Background: an optimization exercise with open tools, aiming at small area, a short achievable clock period and few clock cycles per item. Do not read the settings as production practice.
In this exercise RTL edits were held to simulation tests only and were not proved equivalent to the original.
No activity file was given, so power comes from the tool's default toggle rates.

==> flow/design.v (outline; a module is shown in full before it is edited, if it fits) <==
// module dotproduct: 1566 lines
module dotproduct (
    input  logic         clk_i,
    input  logic         rst_ni,
    input  logic         start_i,
    input  logic [7:0]   nnz_i,
    input  logic [31:0]  a0_i, a1_i, a2_i, a3_i, a4_i,
                         a5_i, a6_i, a7_i, a8_i, a9_i,
    input  logic [31:0]  b0_i, b1_i, b2_i, b3_i, b4_i,
                         b5_i, b6_i, b7_i, b8_i, b9_i,
    input  logic [31:0]  c_i,
    output logic [63:0]  result_o,
    output logic         busy_o,
    output logic         result_valid_o,
    output logic [31:0]  cycle_count_o
);
  // ...
==> flow/flow/run.sh <==
#!/bin/bash
set -o pipefail
export BUFFER_PORTS_ARGS="-buffer_cell sky130_fd_sc_hd__buf_1"
bash standard.sh SETUP_SLACK_MARGIN=9.0 finish > standard.log 2>&1
==> flow/standard.sh <==
#!/bin/bash
# synth_recipe.tcl (not shown) runs the flow's synth.tcl, then flattens the netlist and writes it again
# the make line also repeats each setting of config.mk as NAME=value (left out here)
make -C /OpenROAD-flow-scripts/flow DESIGN_CONFIG=/design/flow/config.mk WORK_HOME=/design/flow/orfs CLKGATE_MAP_FILE= SYNTH_SCRIPT=/design/flow/synth_recipe.tcl "${@:-finish}"
==> flow/config.mk <==
export PLATFORM = sky130hd
export DESIGN_NAME = dotproduct
export DESIGN_NICKNAME = dotproduct
export VERILOG_FILES = /design/flow/design.v
export SDC_FILE = /design/flow/constraint.sdc
export NUM_CORES = 4
export LEC_CHECK = 0
export ABC_AREA = 1
export CAP_MARGIN = 20
export CORE_MARGIN = 2
export CORE_UTILIZATION = 40
export CTS_BUF_LIST = sky130_fd_sc_hd__clkbuf_4 sky130_fd_sc_hd__clkbuf_8
export GPL_TIMING_DRIVEN = 1
export SLEW_MARGIN = 20
==> flow/constraint.sdc <==
create_clock -name core_clock -period 15.0 [get_ports {clk_i}]
set_input_delay 3.0000 -clock core_clock [delete_from_list [all_inputs] [get_ports {clk_i}]]
set_output_delay 3.0000 -clock core_clock [all_outputs]
set_load 0.01 [all_outputs]
==> summary.md, run 1 <==
| Metric | Value |
|---|---|
| Total of fill cells in the finished design | `7,272` |
| Ratio of total power to cell area | `71.4 mW/mm^2` |
| Most heavily used metal layer in global routing | `met2` |
| Avg Inst Size Synth | `6.72 um^2` |
| Met3 track utilization from global routing | `0.0883` |
| Buffer type at the clock tree root | `sky130_fd_sc_hd__clkbuf_8` |
| Timing endpoint of the critical path | `result_o[62]` |
| Reg-to-reg slack, setup | `9170 ps` |
| Non-CTS buffers | `883` |
| Crit path time final | `5880 ps` |
| Top area cells in the synthesized netlist | `sky130_fd_sc_hd__fa_1, sky130_fd_sc_hd__nand2_1, sky130_fd_sc_hd__xor2_1` |
| Status | `finished clean` |
| Startpoint types | `register` |
| Dominant combinational cell family by area after synthesis | `simple AND/OR/NAND/NOR gates` |
| WHS Path Cells | `2` |
| Max-cap violations | `0` |
| Post-synthesis xor/xnor area fraction | `0.111` |
| Sum of met3 wire segment lengths after detailed routing | `14.6 mm` |
| Clock network share of area | `0.0121` |
| Number of nets in the final layout | `5,687` |
| Clock Tree Buf Depth | `2` |
| Post-Route M1 WL | `57.7 mm` |
| Max-slew violation count | `0` |
| Post-CTS Setup Bufs | `1` |
| Power dissipated in sequential cells | `0.000685 W` |
| Endpoint of the lowest-slack register-to-register path | `acc[31]` |
| Gates resized, CTS repair | `22` |
| Met2 track utilization from global routing | `0.620` |
| M1 GR Usage | `0.525` |
| Vias per std cell | `5.56` |
| Sequence of cells on the critical path | `ha_1 -> ha_1 -> nand2_1 -> nor2_2 -> nand2_2 -> o21ai_4 -> inv_2 -> o21ai_4 -> nand3_1 -> o2111ai_2 -> nand4_1 -> xor2_1 -> buf_2` |
| Share of the clock period used by the worst path | `0.392` |
| Antenna violations before repair | `22` |
| Internal portion of total power | `0.00113 W` |
| Maximum single-stage delay on the critical path | `370 ps` |
Testbench counts, summed over its fixed seeds: cycles 18,851, items 2,400.
==> run 2: changes to the inputs <==
--- a/flow/design.v
+++ b/flow/design.v
@@ -1527,17 +1527,17 @@
     assign fs709 = acc[61] ^ ms521 ^ mc584;
     assign fc710 = (acc[61] & ms521) | (acc[61] & mc584) | (ms521 & mc584);
     assign fs711 = acc[62] ^ ms522 ^ mc585;
     assign fc712 = (acc[62] & ms522) | (acc[62] & mc585) | (ms522 & mc585);
     assign fs713 = acc[63] ^ ms523 ^ mc586;
     assign fc714 = (acc[63] & ms523) | (acc[63] & mc586) | (ms523 & mc586);
     assign fsum = {fs713, fs711, fs709, fs707, fs705, fs703, fs701, fs699, fs697, fs695, fs693, fs691, fs689, fs687, fs685, fs683, fs681, fs679, fs677, fs675, fs673, fs671, fs669, fs667, fs665, fs663, fs661, fs659, fs657, fs655, fs653, fs651, fs649, fs647, fs645, fs643, fs641, fs639, fs637, fs635, fs633, fs631, fs629, fs627, fs625, fs623, fs621, fs619, fs617, fs615, fs613, fs611, fs609, fs607, fs605, fs603, fs601, fs599, fs597, fs595, fs593, fs591, fs589, fs587};
     assign fcar = {fc712, fc710, fc708, fc706, fc704, fc702, fc700, fc698, fc696, fc694, fc692, fc690, fc688, fc686, fc684, fc682, fc680, fc678, fc676, fc674, fc672, fc670, fc668, fc666, fc664, fc662, fc660, fc658, fc656, fc654, fc652, fc650, fc648, fc646, fc644, fc642, fc640, fc638, fc636, fc634, fc632, fc630, fc628, fc626, fc624, fc622, fc620, fc618, fc616, fc614, fc612, fc610, fc608, fc606, fc604, fc602, fc600, fc598, fc596, fc594, fc592, fc590, fc588, mc524};
-    localparam int BW = 8;
+    localparam int BW = 16;
     localparam int NB = 64 / BW;
     logic [NB-2:0] bc;
     logic [63:0]   bcw;
     logic [63:0]   acc_next;
     logic [NB-2:0] bc_next;
     always_comb begin
         bcw = 64'd0;
         for (int k = 1; k < NB; k++) bcw[k*BW] = bc[k-1];
--- a/flow/config.mk
+++ b/flow/config.mk
@@ -5,10 +5,9 @@
 export SDC_FILE = /design/flow/constraint.sdc
 export NUM_CORES = 4
 export LEC_CHECK = 0
 export ABC_AREA = 1
 export CAP_MARGIN = 20
 export CORE_MARGIN = 2
 export CORE_UTILIZATION = 40
 export CTS_BUF_LIST = sky130_fd_sc_hd__clkbuf_4 sky130_fd_sc_hd__clkbuf_8
-export GPL_TIMING_DRIVEN = 1
 export SLEW_MARGIN = 20
==> run 2 against run 1 <==
Compared with the run above: global-route usage shrank 1.8 points; clock skew grew 19 ps; sequential power shrank 3%; core utilization shrank 0.27 points; sequential share of layout area shrank 0.35 points; largest power group unchanged; register-to-register slack gained 130 ps; worst hold slack is essentially flat; clock power grew 21%; combinational power grew 11%; still clean on timing, DRC and antenna.
==> summary.md, run 2 <==
| Metric | Value |
|---|---|
| Clock slew at reported path FFs | `110 ps` |
| Most frequent cells in the layout | `sky130_fd_sc_hd__nand2_1, sky130_fd_sc_hd__buf_1, sky130_fd_sc_hd__inv_1` |
| Area of the multi-input gates | `0.0211 mm^2` |
| Worst Path Required | `12,000 ps` |
| Storage element area | `0.00300 mm^2` |
| Leakage power figure | `15.6 nW` |
| Worst EP arrival | `2830 ps` |
| Worst Tran Pin Value | `1050 ps` |
| GPL Wtd Cong | `1.03` |
| Max reg flops | `64` |
| Starting density of the core | `0.404` |
| Vias per std cell | `5.49 (-1.3%)` |
| Max-slew violation count | `0 (unchanged)` |
| Floorplan Core Area | `0.0673 mm^2` |
| Most numerous cell types in the synthesized netlist | `sky130_fd_sc_hd__nand2_1, sky130_fd_sc_hd__inv_1, sky130_fd_sc_hd__xor2_1` |
| Number of iterations in the first detailed-routing pass | `7` |
| Worst path setup slack after routing | `9170 ps` |
| Startpoint types | `register` |
| Maximum number of pins on one net before global-route repair | `95` |
| Placed wire-length estimate after detailed placement | `114 mm` |
| Max-cap violations | `0 (unchanged)` |
| Hold buffers post-CTS | `0` |
| Class of the most critical hold timing path | `register to register` |
| Num CTS Buffers | `17` |
| Top area cells in the synthesized netlist | `sky130_fd_sc_hd__fa_1, sky130_fd_sc_hd__nand2_1, sky130_fd_sc_hd__xor2_1` |
| Async S/R FF share, synth | `0.126` |
| Rel. slew slack | `0.296` |
| Largest registers | `acc x64, M x32, sel x10` |
| Number of nets in the final layout | `5,726 (+0.69%)` |
| Highest fanout seen on the critical path | `4` |
| Most common cell after layout, fill and taps aside | `sky130_fd_sc_hd__nand2_1` |
| Synth top area share | `0.180` |
| Number of H-tree levels | `4` |
| Largest reg by FF count | `acc` |
| Count of flip-flops with a built-in enable after synthesis | `0` |
| Ratio of total power to cell area | `76.0 mW/mm^2 (+6.5%)` |
| Share of the clock period used by the worst path | `0.389 (-0.00281)` |
| DRC violation count after routing | `0` |
| Die Wd | `265 um` |
| Number of global-route vias before repair | `28,700` |
| Unrepaired setup endpoints after global routing | `true` |
| Antenna violations before repair | `26 (+18%)` |
| Via count of the routed design | `30,700` |
| Number of rows created at floorplan | `95` |
| Number of setup violations in the final report | `0` |
| Number of DRC markers in iteration 0 | `3,558` |
| Antenna Violating Nets Remaining | `0` |
| Number of register bits inferred by synthesis | `143` |
| Crit path time final | `5830 ps (-42.2 ps)` |
| Wire length per cell after detailed routing | `24.9 um` |
| Clk_skew | `34.2 ps` |
| Clock latency of the later-clocked register in the worst-skew pair | `550 ps` |
| Number of library cell types mapped by synthesis | `64` |
| Largest area contributor in the netlist | `sky130_fd_sc_hd__fa_1` |
| Highest clock rate | `171 MHz` |
| TritonCTS clock tree | `built` |
| Endpoint class of the critical path | `output pin` |
| Primary FF master, synth | `sky130_fd_sc_hd__dfxtp_1` |
| Total of fill cells in the finished design | `7,265 (-0.096%)` |
| Hold violation count in the final report | `0` |
| Worst supply voltage drop on vdd | `63.8 uV` |
| I/O Buffers | `752` |
| Sequential fraction of the synthesis area | `0.109` |
| Avg Inst Size Synth | `6.72 um^2 (about the same)` |
| Number of warnings reported in the yosys synthesis log | `1` |
| I/O pin cnt | `781` |
| Clock Tree Buf Depth | `2 (unchanged)` |
| Status | `finished clean` |
| Total routing usage reported by global routing | `0.385` |
| WL final | `139 mm` |
| Final sum of negative setup slack | `0 ps` |
| Y dimension of the die | `265 um` |
| Mapped Cells | `4,042` |
| First-pass GRT wire length | `196 mm` |
| Most frequent cell after synthesis | `sky130_fd_sc_hd__nand2_1` |
| Area growth syn-to-layout | `16.8%` |
| Type of the setup path with the least slack | `register to output pin` |
| Die area | `0.0701 mm^2` |
| Layout cells sized above 1 | `0.0757` |
| Pre-CTS worst setup slack | `8730 ps` |
| Post-synthesis instance area | `0.0272 mm^2` |
| Remaining global-route overflow | `0` |
| Clock sink count | `143` |
| Buffer type at the clock tree root | `sky130_fd_sc_hd__clkbuf_8` |
## run 2: kinds of logic (layout without fill, tap and decap cells)
| family | Yosys count | in the layout | synth area share |
|---|---|---|---|
| AND/OR/NAND/NOR | 1760 | 1760 | 0.272 |
| buffers and inverters | 787 | 1419 | 0.128 |
| AO/OA/AOI/OAI | 652 | 652 | 0.149 |
| adder cells (fa/ha/maj) | 356 | 356 | 0.231 |
| XOR/XNOR | 339 | 339 | 0.109 |
| flip-flops | 143 | 143 | 0.109 |
| multiplexers | 4 | 4 | 0.00147 |
| other | 1 | 50 | 0.000138 |
## run 2: final cells by class
class                   count  share of cell area
diodes                     22             0.00173
clock buffers              18             0.00761
clock inverters            14             0.00721
inverters                 503              0.0632
multi-input cells        3139               0.664
flip-flops and latches    143              0.0946
well taps                 873              0.0344
repair buffers            883               0.127
repair inverters            1            0.000236
## run 2: path summary, 6_finish.rpt
check / from / to / slack (ps) / depth (start not counted)
setup / recovery: acc[18] / result_o[63] / 9170 / 10
hold / removal: cnt_q[0] / cnt_q[0] / 510 / 2
setup reg to reg: M[2] / acc[28] / 9300 / 21
hold reg to reg: cnt_q[0] / cnt_q[0] / 510 / 2
max in group asynchronous: rst_ni / sel[0] / 12240 / 2
min in group asynchronous: rst_ni / valid_q / 2430 / 2
## run 2: critical path, stage by stage, from the launching register on
cell	delay [ps]
sky130_fd_sc_hd__dfxtp_1	430
sky130_fd_sc_hd__inv_1	170
sky130_fd_sc_hd__nor3_2	260
sky130_fd_sc_hd__inv_1	70
sky130_fd_sc_hd__nor2_2	270
sky130_fd_sc_hd__inv_1	130
sky130_fd_sc_hd__nor2_2	200
sky130_fd_sc_hd__nand3_1	180
sky130_fd_sc_hd__a21oi_1	220
sky130_fd_sc_hd__xor2_1	170
sky130_fd_sc_hd__buf_1	170
## run 2: through the flow
step / cells / instance area, um^2 / power (W) / util / hold slack, ps
6_report: 5596 / 31700 / 0.00241 / 0.472 / 508
4_1_cts: 5497 / 30600 / 0.00238 / 0.455 / 500
5_1_grt: 5589 / 31700 / 0.00264 / 0.472 / 533
3_3_place_gp: 5458 / 30000 / 0.00198 / 0.446 / 468
3_5_place_dp: 5458 / 30000 / 0.00199 / 0.446 / 475
2_1_floorplan: 4069 / 27300 / 0.00158 / - / 345
## run 2: repair_timing
action	in CTS	in global routing
cloned	0	1
setup buffers	7	76
pin swaps	3	3
gates resized for setup	21	114
endpoints found under the setup margin	19	44
## run 2: power breakdown
group / leakage, nW / switching (W) / total [W] / internal [W]
clock network: 0.231 / 0.000180 / 0.000384 / 0.000203
logic: 14.1 / 0.000837 / 0.00136 / 0.000526
registers: 1.25 / 0.000171 / 0.000667 / 0.000497
total: 15.6 / 0.00119 / 0.00241 / 0.00123
## run 2: routing by layer
| layer | global-route usage | wire length [um] | vias up |
|---|---|---|---|
| li1 | - | - | 14300 |
| met1 | 0.517 | 57200 | 14400 |
| met2 | 0.586 | 60600 | 1764 |
| met3 | 0.0806 | 13700 | 266 |
| met4 | 0.190 | 7600 | 2 |
| met5 | 0 | 11 | - |
Testbench counts of run 2, summed over its fixed seeds: cycles 18,851, items 2,400.

[afterwards: timing with drivers on the ports]
In the flow no input, the clock included, has a driving cell. The finished layouts below were timed again as built, in two steps.
Step 1 assumes that a clkbuf_16 drives the clock port and a buf_2 every other input.
Step 2 moves the port delays by t, midway between the first and last clock arrival at a register: inputs arrive t later, outputs are due t later. That takes back most of the time a late clock gives input paths.
Slacks: ideal / step 1 / step 2; pairs: ideal / step 1.
run | shift t [ns] | setup WS [ns] | slew at the worst register clock pin (ns) | cell pins on the clock port's net
run 1 | 0.597 | 9.124 / 9.068 / 8.818 | 0.10 / 0.10 | 1
run 2 | 0.597 | 9.166 / 9.106 / 8.693 | 0.11 / 0.11 | 1
After both steps setup and hold are still met in every run listed. For run 2, which loses most, drivers alone change the setup slack by -0.060 ns; drivers and shift together by -0.473 ns.
